Background: an optimization exercise with open tools, aiming at small area, a short achievable clock period and few clock cycles. Do not read the settings as production practice.
RTL that was checked went through simulation tests only; none was proved equivalent to the original.

## M2
module M2 (
	input  logic        Clock_50,
	input  logic        Resetn,
	input  logic [15:0] SRAM_read_data,
	input  logic        M2_start,
	output logic        SRAM_we_n,
	output logic        M2_done,
	output logic [15:0] SRAM_write_data,
	output logic [17:0] SRAM_address
);
For scale: roughly 11,000 cells after synthesis, ~0.15 mm2 of cells after synthesis.
Settings: LEC_CHECK=0, CAP_MARGIN=20, CORE_MARGIN=2, CORE_UTILIZATION=40, CTS_BUF_LIST=sky130_fd_sc_hd__clkbuf_4 sky130_fd_sc_hd__clkbuf_8, SLEW_MARGIN=20, SYNTH_MEMORY_MAX_BITS=4096; clock period 12.0 ns.
standard.sh (not shown) runs the stock make flow with config.mk's settings and CLKGATE_MAP_FILE= SYNTH_SCRIPT=/design/flow/synth_recipe.tcl, a recipe that flattens the netlist after the stock synthesis.
==> flow/flow/run.sh <==
#!/bin/bash
# The standard layout, with timing repair aiming at 8 ns of setup slack
# instead of 0.  The clock period and constraints are the standard flow's.
set -euo pipefail
bash standard.sh SETUP_SLACK_MARGIN=8 finish > standard.log 2>&1
The starting point went through all stages and came out clean.
Testbench counts at the start, summed over its fixed seeds: cycles 1,383,204.
==> next run, changes <==
CTS_BUF_LIST = unset   (was sky130_fd_sc_hd__clkbuf_4 sky130_fd_sc_hd__clkbuf_8)
Flip-flop and latch count is unchanged.
Via count goes down by 1.2%.
Global-route usage stays flat.

---

## the baseline
Another version of the RTL of M2 (not shown whole).
For scale: about 15000 cells after synthesis, ~55 I/O pins, about 0.15 mm2 of cells after synthesis.
clock: 12.0 ns
lec_check: 0
abc_area: 1
cap_margin: 20
core_margin: 2
core_utilization: 40
cts_cluster_diameter: 70
cts_cluster_size: 30
slew_margin: 20
synth_memory_max_bits: 4096
Scripts as last shown in full above: flow/flow/run.sh
Testbench counts of the baseline, summed over its fixed seeds: cycles 1,383,204.
For the candidate, these inputs were changed with respect to the baseline:
# the baseline
export LEC_CHECK = 0
export ABC_AREA = 1
export CAP_MARGIN = 20
export CORE_MARGIN = 2
export CORE_UTILIZATION = 40
export CTS_CLUSTER_DIAMETER = 70
export CTS_CLUSTER_SIZE = 30
export SLEW_MARGIN = 20
export SYNTH_MEMORY_MAX_BITS = 4096
create_clock -name core_clock -period 12.0 [get_ports {Clock_50}]
# the candidate
export LEC_CHECK = 0
export CAP_MARGIN = 20
export CORE_MARGIN = 2
export CORE_UTILIZATION = 55
export CTS_CLUSTER_DIAMETER = 70
export CTS_CLUSTER_SIZE = 30
export SLEW_MARGIN = 20
export SYNTH_MEMORY_MAX_BITS = 4096
create_clock -name core_clock -period 12.0 [get_ports {Clock_50}]
## What came out
The candidate against the baseline: via count of the first global-routing pass decreased by 12700 relative to the old numbers; share of the clock period used by the worst path decreased by 0.57 points relative to the old numbers.
Of the candidate and the baseline, the candidate shows the lower number of CTS-inserted buffers, with the baseline above it.
Compared with the baseline, the candidate ends up with less cell area.

---

Another version of the RTL of M2 (not shown whole).
Size in the first run: about 2900 flip-flops, about 0.14 mm² of cells after synthesis.
==> flow/design.v (excerpt) <==
module M2 (
	input  logic        Clock_50,
	input  logic        Resetn,
	input  logic [15:0] SRAM_read_data,
	input  logic        M2_start,
	output logic        SRAM_we_n,
	output logic        M2_done,
	output logic [15:0] SRAM_write_data,
	output logic [17:0] SRAM_address
);
Settings: LEC_CHECK=0, CAP_MARGIN=20, CORE_MARGIN=2, CORE_UTILIZATION=42, CTS_CLUSTER_DIAMETER=70, CTS_CLUSTER_SIZE=30, SLEW_MARGIN=20, SYNTH_MEMORY_MAX_BITS=4096; clock period 12.0 ns.
==> flow/flow/run.sh <==
#!/bin/bash
# The standard layout, with timing repair aiming at 8.15 ns of setup slack
# instead of 0.  The clock period and constraints are the standard flow's.
set -euo pipefail
bash standard.sh SETUP_SLACK_MARGIN=8.15 finish > standard.log 2>&1
Testbench counts at the start, summed over its fixed seeds: cycles 1,383,204.
Then changed:
==> flow/flow/run.sh (replaced) <==
#!/bin/bash
# The standard layout, with timing repair aiming at 8.1 ns of setup slack
# instead of 0.  The clock period and constraints are the standard flow's.
set -euo pipefail
bash standard.sh SETUP_SLACK_MARGIN=8.1 finish > standard.log 2>&1
- CORE_UTILIZATION: 42 -> 40
The changed run finished clean. Design area is about the same. Wire length is lower by 0.60%. Count of clock-buffer cells in the layout fell by 13. Core utilization is lower by 2.2 points. Non-clock buffer count fell by 10. Hold slack improved by 8.9 ps. Flip-flop and latch count does not change. Maximum frequency increases by 2.3%.
Then changed:
==> flow/flow/run.sh (replaced) <==
#!/bin/bash
# The standard layout, with timing repair aiming at 8.25 ns of setup slack
# instead of 0.  The clock period and constraints are the standard flow's.
set -euo pipefail
bash standard.sh SETUP_SLACK_MARGIN=8.25 finish > standard.log 2>&1
- CORE_UTILIZATION: 40 -> 45
After rerunning:
- setup slack gains 29 ps
- non-clock buffer count rose by 11
- routed wire length rose by 1.8%
- global-route usage rose by 3.1 points
- area after synthesis stays the same
- cell area stays flat
Then changed:
==> flow/flow/run.sh (replaced) <==
#!/bin/bash
# The standard layout, with timing repair aiming at 8.1 ns of setup slack
# instead of 0.  The clock period and constraints are the standard flow's.
set -euo pipefail
bash standard.sh SETUP_SLACK_MARGIN=8.1 finish > standard.log 2>&1
- CORE_UTILIZATION: 45 -> 40
- PLACE_DENSITY_LB_ADDON: unset -> 0.2
The changed run completed with no timing, DRC or antenna violations.
Sequential cell count is unchanged.
Design area increases slightly.
First-iteration DRC count is lower slightly.
Maximum frequency went down slightly.
Global-route usage decreases by 2.2 points.
Worst setup slack degrades by 22 ps.
Synthesized cell count does not change.

---

== run 1 ==
Starting RTL as in the previous note.
==> flow/design.v (excerpt) <==
module M2 (
	input  logic        Clock_50,
	input  logic        Resetn,
	input  logic [15:0] SRAM_read_data,
	input  logic        M2_start,
	output logic        SRAM_we_n,
	output logic        M2_done,
	output logic [15:0] SRAM_write_data,
	output logic [17:0] SRAM_address
);
function automatic logic [7:0] clip(input logic [31:0] s);
	clip = s[31] ? 8'd0 : (|s[30:24]) ? 8'd255 : s[23:16];
endfunction
function automatic logic [3:0] inc12(input logic [3:0] v);
	inc12 = (v == 4'd11) ? 4'd0 : v + 4'd1;
endfunction
function automatic logic [2:0] nof(input logic [3:0] p);
	case (p)
		4'd0: nof = 3'd1; 4'd1: nof = 3'd3; 4'd3: nof = 3'd5; 4'd4: nof = 3'd2;
		4'd6: nof = 3'd7; 4'd7: nof = 3'd6; 4'd9: nof = 3'd0; default: nof = 3'd4;
	endcase
endfunction
logic        run;
logic        wr;             
assign SRAM_we_n = ~wr;
logic [3:0]  q;              
logic [3:0]  rp0;            
logic [3:0]  cp0;            
logic [3:0]  cp1;            
logic        rd_on;          
logic        q_rd;
assign q_rd = (q != 4'd2) && (q != 4'd5) && (q != 4'd8) && (q != 4'd11);
logic [14:0] rowb;
logic [2:0]  rk;
logic [5:0]  rbc;
logic [4:0]  rbr;
logic [1:0]  rpl;
logic        r_last_bc;
logic [14:0] rinc;
assign r_last_bc = (rpl == 2'd0) ? (rbc == 6'd39) : (rbc == 6'd19);
  ...
clock: 12.0 ns
lec_check: 0
cap_margin: 20
core_margin: 2
core_utilization: 40
cts_cluster_diameter: 70
cts_cluster_size: 30
slew_margin: 20
synth_memory_max_bits: 4096
==> flow/flow/run.sh <==
#!/bin/bash
# The standard layout, with timing repair aiming at 8.2 ns of setup slack
# instead of 0.  The clock period and constraints are the standard flow's.
set -euo pipefail
bash standard.sh SETUP_SLACK_MARGIN=8.2 finish > standard.log 2>&1
Testbench counts of run 1, summed over its fixed seeds: cycles 1,383,204.
Edits applied to the flow inputs when going from run 1 to run 2:
==> flow/flow/run.sh <==
#!/bin/bash
# The standard layout, with timing repair aiming at 8.15 ns of setup slack
# instead of 0.  The clock period and constraints are the standard flow's.
set -euo pipefail
bash standard.sh SETUP_SLACK_MARGIN=8.15 finish > standard.log 2>&1
--- a/flow/config.mk
+++ b/flow/config.mk
@@ -8,5 +8,5 @@
 export CAP_MARGIN = 20
 export CORE_MARGIN = 2
-export CORE_UTILIZATION = 40
+export CORE_UTILIZATION = 45
 export CTS_CLUSTER_DIAMETER = 70
 export CTS_CLUSTER_SIZE = 30
--- outcome ---
- Diff run 1 -> run 2: setup slack moved up; global-route usage picked up an extra 2.6 points.
- Per the final summary, run 2 finished and its layout is clean on timing, DRC and antenna.
- In the metrics for run 2 and run 1, the one carrying the higher area after detailed placement is run 1.
- The lower buffer count excluding the clock tree in the final layout came out of run 2.
The inputs of run 3 differ from those of run 2 as listed below.
==> flow/flow/run.sh <==
#!/bin/bash
# The standard layout, with timing repair aiming at 8.2 ns of setup slack
# instead of 0.  The clock period and constraints are the standard flow's.
set -euo pipefail
bash standard.sh SETUP_SLACK_MARGIN=8.2 finish > standard.log 2>&1
--- a/flow/config.mk
+++ b/flow/config.mk
@@ -8,5 +8,5 @@
 export CAP_MARGIN = 20
 export CORE_MARGIN = 2
-export CORE_UTILIZATION = 45
+export CORE_UTILIZATION = 50
 export CTS_CLUSTER_DIAMETER = 70
 export CTS_CLUSTER_SIZE = 30
### Flow results
- For run 2, the endpoint of the worst setup timing path was SRAM_address[3], unlike run 3, where it was SRAM_address[0].
- Against run 2, run 3 comes in 0.08 ns higher on arrival time at the worst endpoint.
- Row minimum clock period after layout: run 3 higher / run 2 lower
- [compare] base=run 2 new=run 3: worst setup slack went down 0.080 ns; maximum number of pins on one net before global-route repair went up 10%.
#### Input delta (run 4 over run 3)
--- a/flow/config.mk
+++ b/flow/config.mk
@@ -8,7 +8,7 @@
 export CAP_MARGIN = 20
 export CORE_MARGIN = 2
-export CORE_UTILIZATION = 50
-export CTS_CLUSTER_DIAMETER = 70
-export CTS_CLUSTER_SIZE = 30
+export CORE_UTILIZATION = 40
+export CTS_CLUSTER_DIAMETER = 50
+export CTS_CLUSTER_SIZE = 20
 export SLEW_MARGIN = 20
 export SYNTH_MEMORY_MAX_BITS = 4096
==> run summary <==
Run 4 ends up with a peak per-stage delay on the critical path that is 0.05 ns lower than in run 3.
For run 4, the worst setup path startpoint was SRAM_write_data[15]$_DFFE_PP_, unlike run 3, where it was SRAM_address[0]$_DFFE_PP_.
Status: final clock period utilization by the worst path parity (run 4, run 3)
Run 4: number of buffers inserted by post-CTS setup repair 13% above run 3
Run 4 vs. run 3: wire length of the first global-routing pass neither gained nor lost much; wire length neither gained nor lost much.

---

== run A ==
M2, a different RTL version from the one above (not shown whole).
For scale: roughly 2900 flip-flops, roughly 55 I/O pins.
export LEC_CHECK = 0
export CAP_MARGIN = 20
export CORE_MARGIN = 2
export CORE_UTILIZATION = 40
export CTS_CLUSTER_DIAMETER = 70
export CTS_CLUSTER_SIZE = 30
export SLEW_MARGIN = 20
export SYNTH_MEMORY_MAX_BITS = 4096
export TNS_END_PERCENT = 10
create_clock -name core_clock -period 12.0 [get_ports {Clock_50}]
==> flow/flow/run.sh <==
#!/bin/bash
# The standard layout, with timing repair aiming at 8.1 ns of setup slack
# instead of 0.  The clock period and constraints are the standard flow's.
set -euo pipefail
bash standard.sh SETUP_SLACK_MARGIN=8.1 finish > standard.log 2>&1
Testbench counts of run A, summed over its fixed seeds: cycles 1,383,204.
For run B, these inputs were changed with respect to run A:
-- flow/config.mk --
<<< run A, line 15
export TNS_END_PERCENT = 10
>>> run B, line 15
export TNS_END_PERCENT = 40
--- outcome ---
Run B went all the way through synthesis, placement and routing and the layout is clean on timing, DRC and antenna. CTS buffer count came out exactly the same in run B and run A. Of run B and run A, the lower final critical path time including I/O delays and setup belongs to run B. Delta (run B minus run A): critical path data arrival time decreased by 70 ps relative to the old numbers; total wirelength of the detailed-routed design closely matched the old numbers. Run B ends up with a worst stage delay on the critical path that is 100 ps lower than in run A. | post-route met1 wirelength | run A vs run B | ≈ equal |. Between run A and run B, the sequential portion of the cell area figures differ only marginally. Run B and run A ended up with nearly the same wire length of the first global-routing pass. Sort run B and run A by initial DRC count, descending, and run B comes first.
The inputs of run C differ from those of run B as listed below.
-- flow/config.mk --
<<< run B, line 15
export TNS_END_PERCENT = 40
>>> run C, line 15
## What came out
Diff run B -> run C | first-iteration DRC count | up slightly
Against run B, run C reports a minimum clock period after layout that is lower.
Summary of run C over run B: post-route met1 wirelength now sits at about the same level.
Compared with run B, run C shows register-to-register slack lower by 40 ps.
The following lists how run D was set up differently from run C:
==> flow/flow/run.sh <==
#!/bin/bash
# The standard layout, with timing repair aiming at 8 ns of setup slack
# instead of 0.  The clock period and constraints are the standard flow's.
set -euo pipefail
bash standard.sh SETUP_SLACK_MARGIN=8 finish > standard.log 2>&1
[summary]
Lower global-route usage among run C and run D: run D
For run C and run D, there was not a single run that failed to finish clean.
Comparing run C and run D, smallest setup slack after layout is higher on run D.
On number of non-clock buffers: between run C and run D, it ends up higher for run C.
~same cell count in run C and run D
Between run D and run C, the design area figures differ only marginally.
Run D vs. run C: share of cell area taken by flip-flops and latches about even; post-place setup slack went up 350 ps; footprint of the multi-input gates ~0 delta.

---

RTL: one of the versions met above, not the one the previous note started from.
For scale: ~3000 flip-flops, roughly 150000 µm² of cells after synthesis.
==> flow/config.mk <==
export PLATFORM = sky130hd
export DESIGN_NAME = M2
export DESIGN_NICKNAME = M2
export VERILOG_FILES = /design/flow/design.v
export SDC_FILE = /design/flow/constraint.sdc
export NUM_CORES = 8
export LEC_CHECK = 0
export CAP_MARGIN = 20
export CORE_MARGIN = 2
export CORE_UTILIZATION = 40
export CTS_CLUSTER_DIAMETER = 70
export CTS_CLUSTER_SIZE = 30
export SLEW_MARGIN = 20
export SYNTH_MEMORY_MAX_BITS = 4096
==> flow/constraint.sdc <==
create_clock -name core_clock -period 12.0 [get_ports {Clock_50}]
set_input_delay 2.4000 -clock core_clock [delete_from_list [all_inputs] [get_ports {Clock_50}]]
set_output_delay 2.4000 -clock core_clock [all_outputs]
set_load 0.01 [all_outputs]
==> flow/flow/run.sh <==
#!/bin/bash
# The standard layout, with timing repair aiming at 8 ns of setup slack
# instead of 0.  The clock period and constraints are the standard flow's.
set -euo pipefail
bash standard.sh SETUP_SLACK_MARGIN=8 finish > standard.log 2>&1
Testbench counts at the start, summed over its fixed seeds: cycles 1,383,204.
Edit:
CTS_CLUSTER_DIAMETER = 100   (was 70)
CTS_CLUSTER_SIZE = 25   (was 30)
Area after synthesis does not change.
Cell area drops by 0.69%.
Die area is unchanged.
Setup slack got worse by 0.038 ns.
Via count stays flat.
Sequential share of layout area increases by 0.34 points.
Register-to-register slack is worse by 0.03 ns.
Utilization went down by 0.30 points.

---

Another version of the RTL of M2 (not shown whole).
Size: about 14000 cells after synthesis, about 3000 flip-flops, roughly 55 I/O pins.
==> flow/design.v (excerpt) <==
module M2 (
	input  logic        Clock_50,
	input  logic        Resetn,
	input  logic [15:0] SRAM_read_data,
	input  logic        M2_start,
	output logic        SRAM_we_n,
	output logic        M2_done,
	output logic [15:0] SRAM_write_data,
	output logic [17:0] SRAM_address
);
clock: 12.0 ns
lec_check: 0
cap_margin: 20
core_margin: 2
core_utilization: 40
slew_margin: 20
synth_memory_max_bits: 4096
==> flow/flow/run.sh <==
#!/bin/bash
# The standard layout, with timing repair aiming at 7.5 ns of setup slack
# (4.5 ns paths) instead of 0.  The clock period and constraints are the standard flow's.
set -euo pipefail
bash standard.sh SETUP_SLACK_MARGIN=7.5 finish > standard.log 2>&1
Change:
==> flow/run.sh (new file) <==
#!/bin/bash
# synth_recipe.tcl (not shown) runs the flow's synth.tcl, then flattens the netlist and writes it again
# the make line also repeats each setting of config.mk as NAME=value (left out here)
make -C /OpenROAD-flow-scripts/flow DESIGN_CONFIG=/design/flow/config.mk WORK_HOME=/design/flow/orfs CLKGATE_MAP_FILE= SYNTH_SCRIPT=/design/flow/synth_recipe.tcl finish
CAP_MARGIN = 60   (was 20)
SETUP_SLACK_MARGIN = 5   (was unset)
SLEW_MARGIN = 60   (was 20)
removed: flow/flow/run.sh
removed: flow/standard.sh
Effect: Setup slack loses 0.96 ns. Via count goes down slightly.
Function was not checked in any run of this note: the RTL went through the layout flow alone.

## separate check: timing with driven ports
The flow's constraints put no driver on any port. The routed layouts listed below were extracted and timed again, unchanged, in two steps.
Step 1 (the two cells are an assumption about what drives the block):
set clk [get_ports {Clock_50}]
set_driving_cell -lib_cell sky130_fd_sc_hd__clkbuf_16 $clk
set_driving_cell -lib_cell sky130_fd_sc_hd__buf_2 [delete_from_list [all_inputs] $clk]
Step 2 adds t to the input delays and takes it off the output delays; t is the mean of the earliest and latest rising clock arrival at the registers after step 1. Input paths then give back, and output paths get back, about the clock's delay inside the block.
Three values: ideal ports, drivers, drivers and shift; two values: the first two.
run | t (ns) | setup WS [ns] | worst setup path at the end
the first run of note 1 | 1.245 | 7.841 / 7.754 / 7.793 | input, reset recovery
the second run of note 1 | 1.030 | 7.897 / 7.897 / 7.755 | input, reset recovery
the baseline | 1.045 | 8.006 / 7.900 / 7.207 | input to register
the candidate | 0.980 | 8.074 / 7.988 / 7.248 | input to register
the first run of note 3 | 1.014 | 8.004 / 7.908 / 8.100 | input, reset recovery
the second run of note 3 | 0.995 | 8.094 / 7.989 / 8.089 | input, reset recovery
the third run of note 3 | 0.984 | 8.123 / 8.027 / 8.181 | input, reset recovery
the fourth run of note 3 | 1.015 | 8.101 / 7.999 / 8.130 | input, reset recovery
run 1 | 1.005 | 8.048 / 7.947 / 8.090 | input, reset recovery
run 2 | 0.966 | 8.138 / 8.043 / 8.249 | register to register
run 3 | 0.973 | 8.059 / 7.966 / 7.955 | input, reset recovery
run 4 | 1.038 | 8.060 / 7.958 / 8.131 | input, reset recovery
run A | 0.995 | 7.964 / 7.863 / 8.055 | register to register
run B | 0.996 | 8.035 / 7.934 / 8.139 | register to register
run C | 0.997 | 8.049 / 7.948 / 8.104 | register to register
run D | 0.986 | 8.054 / 7.962 / 8.077 | register to register
the first run of note 6 | 0.991 | 8.078 / 7.974 / 7.238 | input to register
the second run of note 6 | 0.957 | 8.040 / 7.974 / 7.167 | input to register
the first run of note 7 | 1.024 | 7.540 / 7.538 / 7.540 | register to register
the second run of note 7 | 1.022 | 6.576 / 6.576 / 6.576 | register to register
After both steps every run listed still meets setup and hold. The setup slack of the second run of note 6, which loses most, moves by -0.066 ns with the drivers and by -0.873 ns with both steps. Setup slack includes reset recovery checks.
